This is an optimization exercise on Yosys and OpenROAD, whose aim is small area, not a production implementation.
Only simulation tests tie the RTL to the original design; equivalence was not proved.
The clock port is modelled as an ideal driver, which makes a skipped or thinned clock tree look cheaper than it is; a real chip needs a root buffer or a tree.
Power and IR drop assume default switching activity.

run 1:
==> flow/design.v <==
`timescale 1ns / 1ps
module Top_module(
    input clk,
    input reset,
    input rx,
    output tx,
    output [7:0] command,
    output data
);
    wire tick;
    wire [7:0] hold;
    baud_tick_gen U_BAUD (
        .clk(clk), .rst(reset), .baud_tick(tick)
    );
    uart_rx U_RX (
        .clk(clk), .rst(reset), .tick(tick), .rx(rx),
        .rx_done(data), .rx_data(command)
    );
    data_save U_HOLD (
        .clk(clk), .ld(data), .data_in(command), .data_out(hold)
    );
    uart_tx U_TX (
        .clk(clk), .rst(reset), .tick(tick), .byte_done(data),
        .data_in(hold), .o_tx(tx)
    );
endmodule
module data_save(
    input clk,
    input ld,
    input [7:0] data_in,
    output reg [7:0] data_out
);
    always @(posedge clk)
        if (ld) data_out <= data_in;
endmodule
`timescale 1ns / 1ps
`timescale 1ns / 1ps
module baud_tick_gen (
    input  clk,
    input  rst,
    output baud_tick
);
    reg [1:0] a;    
    reg [2:0] b;    
    reg [4:0] c;    
    always @(posedge clk) begin
        if (rst) begin
            a <= 2'b00;
            b <= 3'b100;
            c <= 5'b10000;
        end else begin
            a <= {~(a[1] & a[0]), a[1]};
            b <= {b[1:0], b[2] ^ b[1]};
            c <= {c[3:0], c[4] ^ c[2]};
        end
    end
    assign baud_tick = (a == 2'b01) & (b[1:0] == 2'b00) & (c[3:0] == 4'b0000);
endmodule
module uart_rx (
    input clk,
    input rst,
    input tick,
    input rx,
    output reg rx_done,
    output reg [7:0] rx_data
);
    reg [3:0] h, l;
    wire h9 = h[3] & h[0];                  
    wire idle = h9 & ~h[1] & l[3];
    wire fin = tick & h9 & ~l[3] & l[2] & l[1] & l[0];
    wire c = tick & (&l);
    wire st = idle & ~rx;
    wire en = tick & ~idle;
    always @(posedge clk, posedge rst)
        if (rst) rx_done <= 1'b0;
        else rx_done <= fin;
    always @(posedge clk) begin
        if (rst) begin
            h <= 4'd9;
            l <= 4'd8;
        end else begin
            l <= l + {3'd0, en};
            h[0] <= h[0] ^ c;
            h[1] <= (h[1] ^ (c & h[0])) | st;
            h[2] <= (h[2] ^ (c & h[0] & h[1])) | st;
            h[3] <= h[3] ^ (c & h[0] & h[1] & h[2]);
        end
    end
    genvar i;
    generate
        for (i = 0; i < 8; i = i + 1) begin : g_bit
            always @(posedge clk, posedge rst)
                if (rst) rx_data[i] <= 1'b0;
                else if (c & ~h[3] & (h[2:0] == i)) rx_data[i] <= rx;
        end
    endgenerate
endmodule
module uart_tx (
    input clk,
    input rst,
    input tick,
    input byte_done,
    input [7:0] data_in,
    output reg o_tx
);
    reg [3:0] h, l;
    reg pend;
    wire idle = h[3] & h[0] & ~h[2];
    wire c = tick & (&l);
    wire go = idle & tick & pend;
    wire en = tick & ~idle;
    always @(posedge clk, posedge rst)
        if (rst) o_tx <= 1'b1;
        else if (~h[3]) begin
            if (tick) o_tx <= data_in[h[2:0]];
        end else if (h[2]) o_tx <= 1'b0;
        else if (~h[0]) o_tx <= 1'b1;
    always @(posedge clk) begin
        if (rst) begin
            h <= 4'd9;
            l <= 4'd0;
            pend <= 1'b0;
        end else begin
            pend <= byte_done | (pend & ~(idle & tick));
            l <= l + {3'd0, en};
            h[0] <= h[0] ^ c;
            h[1] <= (h[1] ^ (c & h[0])) | go;
            h[2] <= (h[2] ^ (c & h[0] & h[1])) | go;
            h[3] <= h[3] ^ (c & h[0] & h[1] & h[2]);
        end
    end
endmodule
Settings: LEC_CHECK=0, CAP_MARGIN=20, CORE_AREA=2.3 2.72 59.8 59.84, DIE_AREA=0 0 62.1 62.56, SLEW_MARGIN=20, SYNTH_HIERARCHICAL=1; clock period 10.0 ns.
standard.sh (not shown) runs the stock make flow with config.mk's settings and CLKGATE_MAP_FILE= SYNTH_SCRIPT=/design/flow/synth_recipe.tcl, a recipe that flattens the netlist after the stock synthesis.
==> flow/flow/run.sh <==
#!/bin/bash
# Own layout flow: the standard flow, except that
# - synthesis re-maps the logic with area-oriented ABC scripts and without
#   Yosys's adder extraction (a few recipes; the smallest netlist whose
#   registers are exactly those of the standard synthesis is kept, else
#   the standard synthesis netlist is used),
# - the ports are buffered with the smallest buffer,
# - clock tree synthesis adds no dummy loads, and the clock port drives the
#   leaf clock buffers directly.
set -euo pipefail
W=$PWD
R=orfs/results/$FLOW_PLATFORM/Top_module/base

# 1. the standard synthesis, for reference
bash standard.sh synth > 1_standard_synth.log 2>&1
cp "$R/1_2_yosys.v" standard_netlist.v

# 2. our synthesis recipes, each in a work folder of its own
NET=standard_netlist.v
best=""
: > 3_register_check.log
i=0
for recipe in "1 amap" "0 amap" "1 bal" "0 bal" "1 gdch" "0 gdch" "1 mapa" "0 mapa"; do
  set -- $recipe
  i=$((i + 1))
  OWN_ABC_SCRIPT="$W/flow/$2.abc" make -C "$FLOW_HOME" DESIGN_CONFIG="$W/config.mk" \
    WORK_HOME="$W/own$i" CLKGATE_MAP_FILE= SYNTH_HIERARCHICAL=$1 \
    SYNTH_SCRIPT="$W/flow/own_synth.tcl" synth > "2_own_synth_$i.log" 2>&1 || continue
  OWN=own$i/results/$FLOW_PLATFORM/Top_module/base/1_2_yosys.v
  STAT=own$i/reports/$FLOW_PLATFORM/Top_module/base/synth_stat.txt
  [[ -f $OWN && -f $STAT ]] || continue
  area=$(grep "Chip area" "$STAT" | tail -1 | awk '{print $NF}')
  echo "recipe $i (hierarchical $1, $2): area $area" >> 3_register_check.log
  if python3 flow/regs.py standard_netlist.v "$OWN" >> 3_register_check.log 2>&1; then
    if [[ -z $best ]] || python3 -c "import sys; sys.exit(0 if float('$area') < float('$best') else 1)"; then
      best=$area
      cp "$OWN" own_netlist.v
      NET=own_netlist.v
    fi
  fi
done
echo "netlist used: $NET (area $best)" >> 3_register_check.log

# 3. the rest of the standard flow on that netlist
rm -rf orfs
bash standard.sh SYNTH_NETLIST_FILES="$W/$NET" \
  BUFFER_PORTS_ARGS="-buffer_cell sky130_fd_sc_hd__buf_1" \
  CTS_ARGS="-sink_clustering_enable -repair_clock_nets -dont_use_dummy_load" \
  POST_CTS_TCL="$W/flow/post_cts.tcl" \
  finish > 4_layout.log 2>&1
==> flow/flow/bal.abc <==
strash
balance
dch -f
amap -m
==> flow/flow/gdch.abc <==
strash
&get -n
&dch -f
&put
amap -m
==> flow/flow/post_cts.tcl <==
# Run by ORFS's CTS step (POST_CTS_TCL), after the clock tree is built.
set SLEW_TARGET 0.115
set block [ord::get_db_block]
set clk_net [$block findNet clk]
set root ""
set nloads 0
foreach it [$clk_net getITerms] {
  incr nloads
  set root [$it getInst]
}
set done 0
if {$nloads == 1 && [string match "sky130_fd_sc_hd__clkbuf_*" [[$root getMaster] getName]]} {
  set out_net [[$root findITerm X] getNet]
  set leaves {}
  set ok 1
  foreach it [$out_net getITerms] {
    if {[$it getInst] == $root} { continue }
    set m [[[$it getInst] getMaster] getName]
    if {![string match "sky130_fd_sc_hd__clkbuf_*" $m] || [[$it getMTerm] getName] != "A"} { set ok 0 }
    lappend leaves $it
  }
  if {$ok && [llength $leaves] >= 1 && [llength $leaves] <= 4 && [llength [$out_net getBTerms]] == 0} {
    foreach it $leaves { $it disconnect; $it connect $clk_net }
    [$root findITerm A] disconnect
    odb::dbInst_destroy $root
    odb::dbNet_destroy $out_net
    set done 1
  }
}
puts "post_cts: root clock buffer removed: $done"
if {$done} { detailed_placement }

proc leaf_slew {inst} {
  set net [[$inst findITerm X] getNet]
  set mx 0
  foreach it [$net getITerms] {
    if {[$it getInst] == $inst} { continue }
    set pin [get_pins [[$it getInst] getName]/[[$it getMTerm] getName]]
    set s [get_property $pin slew_max]
    if {$s > $mx} { set mx $s }
  }
  return $mx
}
set sizes {sky130_fd_sc_hd__clkbuf_1 sky130_fd_sc_hd__clkbuf_2 sky130_fd_sc_hd__clkbuf_4 sky130_fd_sc_hd__clkbuf_8 sky130_fd_sc_hd__clkbuf_16}
for {set pass 0} {$pass < 4} {incr pass} {
  estimate_parasitics -placement
  set changed 0
  foreach it [$clk_net getITerms] {
    set inst [$it getInst]
    set m [[$inst getMaster] getName]
    set k [lsearch $sizes $m]
    if {$k < 0 || $k == [expr {[llength $sizes] - 1}]} { continue }
    set s [leaf_slew $inst]
    if {$s > $SLEW_TARGET} {
      set new [lindex $sizes [expr {$k + 1}]]
      puts "post_cts: [$inst getName] $m -> $new (clock slew [format %.1f [expr {$s * 1e3}]] ps)"
      replace_cell [$inst getName] $new
      set changed 1
    }
  }
  if {!$changed} { break }
  detailed_placement
}
check_placement -verbose
estimate_parasitics -placement
report_worst_slack -max
report_worst_slack -min
Other scripts of this flow, unchanged in this note and not shown: flow/flow/amap.abc, flow/flow/mapa.abc, flow/flow/own_synth.tcl, flow/flow/regs.py
Inputs modified between run 1 and run 2:
- setting PLACE_DENSITY to 0.7 for the first time
Results
On peak ir drop on the vdd network, run 2 does worse than run 1.
Status: sequential share of layout area parity (run 1, run 2)
Between run 2 and run 1, the worst setup margin is higher for run 1.
Inputs modified between run 2 and run 3:
- PLACE_DENSITY now 0.85, was 0.7
--- a/flow/flow/run.sh
+++ b/flow/flow/run.sh
@@ -22,3 +22,3 @@
 i=0
-for recipe in "1 amap" "0 amap" "1 bal" "0 bal" "1 gdch" "0 gdch" "1 mapa" "0 mapa"; do
+for recipe in "1 amap" "0 amap" "1 mapa" "0 mapa"; do
   set -- $recipe
removed: flow/flow/bal.abc
removed: flow/flow/gdch.abc
Results
Comparing run 3 and run 2, power dissipated by switching net loads is higher on run 2. Run 2 → run 3: standby leakage power moved up; final core utilization moved up.
[inputs] run 4 vs run 3
- changing PLACE_DENSITY from 0.85 to 0.8
--- a/flow/flow/run.sh
+++ b/flow/flow/run.sh
@@ -22,3 +22,3 @@
 i=0
-for recipe in "1 amap" "0 amap" "1 mapa" "0 mapa"; do
+for recipe in "1 amap" "0 amap" "1 bal" "0 bal" "1 gdch" "0 gdch" "1 mapa" "0 mapa"; do
   set -- $recipe
==> flow/flow/bal.abc (new file) <==
strash
balance
dch -f
amap -m
==> flow/flow/gdch.abc (new file) <==
strash
&get -n
&dch -f
&put
amap -m
## What came out
Compared with run 3, run 4 shows a proportion of cell area occupied by multi-input gates that is 0.20 points higher.
For run 4, the kind of critical path was in -> reg, unlike run 3, where it was reg -> out.
Run 3 and run 4 ended up with roughly the same growth of design area from synthesis to finish.
As far as global route total overflow goes, run 4 and run 3 are indistinguishable; the numbers are identical.
What run 5 does differently from run 4 at the input level:
- a deleted CORE_AREA that had been 2.3 2.72 59.8 59.84
- a change of PLACE_DENSITY from 0.8 to 0.85
- a deleted DIE_AREA that had been 0 0 62.1 62.56
- an added CORE_MARGIN of 2
- an added CORE_UTILIZATION of 70
--- a/flow/flow/run.sh
+++ b/flow/flow/run.sh
@@ -22,3 +22,3 @@
 i=0
-for recipe in "1 amap" "0 amap" "1 bal" "0 bal" "1 gdch" "0 gdch" "1 mapa" "0 mapa"; do
+for recipe in "1 amap" "0 amap" "1 mapa" "0 mapa"; do
   set -- $recipe
==> flow/flow/post_cts.tcl <==
set block [ord::get_db_block]
set clk_net [$block findNet clk]
set root ""
set nloads 0
foreach it [$clk_net getITerms] {
  if {[$it isInputSignal] || [$it getIoType] == "INPUT"} {
    incr nloads
    set root [$it getInst]
  }
}
set done 0
if {$nloads == 1 && [string match "sky130_fd_sc_hd__clkbuf_*" [[$root getMaster] getName]]} {
  set out_net [[$root findITerm X] getNet]
  set leaves {}
  set ok 1
  foreach it [$out_net getITerms] {
    if {[$it getInst] == $root} { continue }
    set m [[[$it getInst] getMaster] getName]
    if {![string match "sky130_fd_sc_hd__clkbuf_*" $m] || [$it getMTerm] == "NULL" || [[$it getMTerm] getName] != "A"} { set ok 0 }
    lappend leaves $it
  }
  if {$ok && [llength $leaves] >= 1 && [llength $leaves] <= 4 && [llength [$out_net getBTerms]] == 0} {
    foreach it $leaves { $it disconnect; $it connect $clk_net }
    [$root findITerm A] disconnect
    odb::dbInst_destroy $root
    odb::dbNet_destroy $out_net
    set done 1
  }
}
puts "post_cts: root clock buffer removed: $done"
if {$done} {
  detailed_placement
  check_placement -verbose
  estimate_parasitics -placement
  report_worst_slack -max
  report_worst_slack -min
}
removed: flow/flow/bal.abc
removed: flow/flow/gdch.abc
Notes after the runs:
met1 wire length was higher in run 5 than in run 4. Gate count after technology mapping went up slightly going from run 4 to run 5. Re register-to-register slack: run 5 is 0.14 ns down on run 4. Between run 4 and run 5, fmax is lower for run 5, run 4 comes in above that. The area added between synthesis and finish in run 5 was lower than what run 4 gave. Going from run 4 to run 5, core utilization has increased, via density per instance grew by 0.59, fraction of area in registers increased 0.73 points.
Inputs modified between run 5 and run 6:
- CORE_MARGIN removed (was 2)
- DIE_AREA newly set to 0 0 62.1 62.56
- CORE_AREA newly set to 2.3 2.72 59.8 59.84
- CORE_UTILIZATION removed (was 70)
- PLACE_DENSITY removed (was 0.85)
--- a/flow/flow/post_cts.tcl
+++ b/flow/flow/post_cts.tcl
@@ -1 +1,3 @@
+# Run by ORFS's CTS step (POST_CTS_TCL), after the clock tree is built.
+set SLEW_TARGET 0.115
 set block [ord::get_db_block]
@@ -5,6 +7,4 @@
 foreach it [$clk_net getITerms] {
-  if {[$it isInputSignal] || [$it getIoType] == "INPUT"} {
-    incr nloads
-    set root [$it getInst]
-  }
+  incr nloads
+  set root [$it getInst]
 }
@@ -18,3 +18,3 @@
     set m [[[$it getInst] getMaster] getName]
-    if {![string match "sky130_fd_sc_hd__clkbuf_*" $m] || [$it getMTerm] == "NULL" || [[$it getMTerm] getName] != "A"} { set ok 0 }
+    if {![string match "sky130_fd_sc_hd__clkbuf_*" $m] || [[$it getMTerm] getName] != "A"} { set ok 0 }
     lappend leaves $it
@@ -30,8 +30,38 @@
 puts "post_cts: root clock buffer removed: $done"
-if {$done} {
+if {$done} { detailed_placement }
+
+proc leaf_slew {inst} {
+  set net [[$inst findITerm X] getNet]
+  set mx 0
+  foreach it [$net getITerms] {
+    if {[$it getInst] == $inst} { continue }
+    set pin [get_pins [[$it getInst] getName]/[[$it getMTerm] getName]]
+    set s [get_property $pin slew_max]
+    if {$s > $mx} { set mx $s }
+  }
+  return $mx
+}
+set sizes {sky130_fd_sc_hd__clkbuf_1 sky130_fd_sc_hd__clkbuf_2 sky130_fd_sc_hd__clkbuf_4 sky130_fd_sc_hd__clkbuf_8 sky130_fd_sc_hd__clkbuf_16}
+for {set pass 0} {$pass < 4} {incr pass} {
+  estimate_parasitics -placement
+  set changed 0
+  foreach it [$clk_net getITerms] {
+    set inst [$it getInst]
+    set m [[$inst getMaster] getName]
+    set k [lsearch $sizes $m]
+    if {$k < 0 || $k == [expr {[llength $sizes] - 1}]} { continue }
+    set s [leaf_slew $inst]
+    if {$s > $SLEW_TARGET} {
+      set new [lindex $sizes [expr {$k + 1}]]
+      puts "post_cts: [$inst getName] $m -> $new (clock slew [format %.1f [expr {$s * 1e3}]] ps)"
+      replace_cell [$inst getName] $new
+      set changed 1
+    }
+  }
+  if {!$changed} { break }
   detailed_placement
-  check_placement -verbose
-  estimate_parasitics -placement
-  report_worst_slack -max
-  report_worst_slack -min
 }
+check_placement -verbose
+estimate_parasitics -placement
+report_worst_slack -max
+report_worst_slack -min
### Flow results
- Comparing run 6 and run 5, the higher instance count after placement with tap cells included was measured on run 6.
- The largest voltage drop on the vdd net of run 6 was superior to that of run 5.
- Relative to run 5, the final cell count of run 6 is higher by about 8%.
- Run 5 -> run 6: top fanout value on the critical path delta 0, exact match
- Relative contribution of the clock network to total power in run 6 vs run 5: up 1.7 points
- Summary: switching component of the power, run 6 worse than run 5
- Compared with run 5, in run 6 first-pass GRT wire length grew by 400 um, design area grew by 29 sq um.

what the ideal ports hide:
No port has a modelled driver above. Below, the same layouts with a new extraction and two added sets of constraints.
Step 1 assumes that a clkbuf_16 drives the clock port and a buf_2 every other input.
Step 2 times the ports against the registers' clock, not the clock port: input delays grow and output delays shrink by t, the midpoint of the rising clock arrivals with the driver on.
Three values: ideal ports, drivers, drivers and shift; two values: the first two.
run	t, ns	slack for setup (ns)	hold slack, ns	slew at the worst register clock pin (ns)	pins driven straight from the clock port
run 1	0.197	7.040 / 7.032 / 6.862	0.437 / 0.437 / 0.437	0.11 / 0.11	4
run 2	0.200	6.483 / 6.502 / 6.302	0.423 / 0.423 / 0.423	0.11 / 0.11	4
run 3	0.204	7.073 / 7.032 / 6.943	0.429 / 0.429 / 0.429	0.11 / 0.11	4
run 4	0.194	6.519 / 6.534 / 6.340	0.428 / 0.428 / 0.428	0.10 / 0.10	4
run 5	0.208	6.452 / 6.468 / 6.260	0.431 / 0.431 / 0.431	0.11 / 0.11	4
run 6	0.196	6.405 / 6.420 / 6.224	0.441 / 0.441 / 0.441	0.10 / 0.10	4
After both steps setup and hold are still met in every run listed. For run 5, which loses most, drivers alone change the setup slack by +0.016 ns; drivers and shift together by -0.192 ns.
